This design comes from an exercise in tuning for small area, a short achievable clock period and few clock cycles per item on the open sky130 flow, not from production work. Function was checked by simulation only, so behaviour that the tests miss may differ from the original.

==> umber: inputs <==
==> flow/design.v (excerpt) <==
module SMM1 (
    input clk, rst,
    input [127:0] A, B,
    input load, sel,
    output [127:0] C_out,
    output reg done
);
export LEC_CHECK = 0
export CAP_MARGIN = 20
export CORE_MARGIN = 2
export CORE_UTILIZATION = 50
export GPL_TIMING_DRIVEN = 0
export PLACE_DENSITY = 0.7
export SETUP_SLACK_MARGIN = 0.2
export SLEW_MARGIN = 20
export SYNTH_HIERARCHICAL = 1
export SYNTH_MINIMUM_KEEP_SIZE = 0
export TNS_END_PERCENT = 100
create_clock -name core_clock -period 5.0 [get_ports {clk}]
standard.sh (not shown) runs the stock make flow with config.mk's settings and CLKGATE_MAP_FILE= SYNTH_SCRIPT=/design/flow/synth_recipe.tcl, a recipe that flattens the netlist after the stock synthesis.
==> flow/flow/run.sh <==
#!/bin/bash
# Own layout flow: the standard flow, except that the netlist comes from a direct
# gate-level mapping of the design (flow/map.tcl: each smm_* gate module becomes its
# sky130 cell) instead of Yosys/ABC re-synthesis, so the compressor trees keep their
# timing-driven structure. Flip-flops get the standard synthesis's instance names.
# Ports are buffered with buf_4 cells (fast, and resizable within the buf family).
# Global routing reserves more of met1/met2 (flow/fastroute.tcl).
set -euo pipefail
cd "$(dirname "$0")/.."
W=$PWD
export FLOW_DIR=$W/flow
export MAPPED_V=$W/mapped.v
R=$W/orfs/results/$FLOW_PLATFORM/SMM1/base
YOSYS=yosys
if ! command -v yosys > /dev/null; then YOSYS=$FLOW_HOME/../tools/install/yosys/bin/yosys; fi

# 1. standard synthesis (its flip-flop names are kept)
bash standard.sh synth > $W/log_std_synth.txt 2>&1
cp $R/1_2_yosys.v $W/standard_1_2_yosys.v

# 2. gate-level mapping of the design
$YOSYS -c $FLOW_DIR/map.tcl > $W/log_yosys_map.txt 2>&1
python3 $FLOW_DIR/rename.py $W/standard_1_2_yosys.v $MAPPED_V > $W/mapped_renamed.v 2> $W/log_rename.txt

# 3. the standard flow from this netlist
cp $W/mapped_renamed.v $R/1_2_yosys.v
rm -f $R/1_synth.odb
export FASTROUTE_TCL=$FLOW_DIR/fastroute.tcl
BUFFER_PORTS_ARGS="-buffer_cell sky130_fd_sc_hd__buf_4" bash standard.sh > $W/log_std_finish.txt 2>&1
Other scripts of this flow, unchanged in this note and not shown: flow/flow/cellmap.v, flow/flow/fastroute.tcl, flow/flow/map.tcl, flow/flow/rename.py
==> inputs of ember, as changes to umber <==
--- a/flow/flow/run.sh
+++ b/flow/flow/run.sh
@@ -3,7 +3,7 @@
 # gate-level mapping of the design (flow/map.tcl: each smm_* gate module becomes its
 # sky130 cell) instead of Yosys/ABC re-synthesis, so the compressor trees keep their
 # timing-driven structure. Flip-flops get the standard synthesis's instance names.
-# Ports are buffered with buf_4 cells (fast, and resizable within the buf family).
+# Ports are buffered with buf_2 cells (fast, and resizable within the buf family).
 # Global routing reserves more of met1/met2 (flow/fastroute.tcl).
 set -euo pipefail
 cd "$(dirname "$0")/.."
@@ -26,4 +26,6 @@
 cp $W/mapped_renamed.v $R/1_2_yosys.v
 rm -f $R/1_synth.odb
 export FASTROUTE_TCL=$FLOW_DIR/fastroute.tcl
-BUFFER_PORTS_ARGS="-buffer_cell sky130_fd_sc_hd__buf_4" bash standard.sh > $W/log_std_finish.txt 2>&1
+# after global placement, output port buffers become buf_1 (flow/post_gpl.tcl)
+export POST_GLOBAL_PLACE_TCL=$FLOW_DIR/post_gpl.tcl
+BUFFER_PORTS_ARGS="-buffer_cell sky130_fd_sc_hd__buf_2" bash standard.sh > $W/log_std_finish.txt 2>&1
==> flow/flow/post_gpl.tcl (new file) <==
# Output ports drive only the port's load, so their port buffers can be the
# smallest buffer; input port buffers keep the size the flow gave them.
set n 0
foreach inst [get_cells output*] {
  set m [get_property $inst ref_name]
  if {[string match "sky130_fd_sc_hd__buf_*" $m] && $m ne "sky130_fd_sc_hd__buf_1"} {
    replace_cell $inst sky130_fd_sc_hd__buf_1
    incr n
  }
}
puts "post_gpl: $n output port buffers set to buf_1"
==> impl_metrics.env <==
export IMPL_vias=41000
export IMPL_critPathRequiredTime_ns=5.42
export IMPL_clk_share_pct=1.06
export IMPL_clkPwrFrac_pct=4.5
export IMPL_grt_max_degree=62
export IMPL_first_pass_iters=5
export IMPL_via_per_inst=6.16
export IMPL_status="complete, no violations"
export IMPL_post_drt_wl_per_cell_um=30.5
-- figures above: umber

==> impl_metrics.env <==
export IMPL_first_pass_iters=7
export IMPL_post_drt_wl_per_cell_um=30.5
export IMPL_clk_share_pct=1.20
export IMPL_clkPwrFrac_pct=5.0
export IMPL_status="complete, no violations"
export IMPL_vias=40800
export IMPL_via_per_inst=6.14
export IMPL_grt_max_degree=65
-- figures above: ember

Testbench counts of umber, summed over its fixed seeds: cycles 1,928, items 1,920.
Testbench counts of ember, summed over its fixed seeds: cycles 1,928, items 1,920.

## port drivers added, routing unchanged
The flow's constraints put no driver on any port. The routed layouts listed below were extracted and timed again, unchanged, in two steps. Step 1: set_driving_cell puts a clkbuf_16 on clk and a buf_2 on each other input, an assumption about the parent block. Step 2 adds t to the input delays and takes it off the output delays; t is the mean of the earliest and latest rising clock arrival at the registers after step 1. Input paths then give back, and output paths get back, about the clock's delay inside the block. Three values: no drivers, after step 1, after step 2; two values: the first two.
| run | t (ns) | setup WS [ns] | hold WS [ns] | latest minus earliest clock arrival (ns) |
|---|---|---|---|---|
| umber | 0.595 | 0.239 / 0.262 / -0.333 | 0.575 / 0.529 / 1.124 | 0.034 / 0.033 |
| ember | 0.603 | 0.175 / 0.211 / -0.392 | 0.574 / 0.522 / 1.125 | 0.052 / 0.052 |
With both steps, setup timing fails in umber and ember, where it was met with ideal ports. For umber, which loses most, drivers alone change the setup slack by +0.023 ns; drivers and shift together by -0.572 ns.
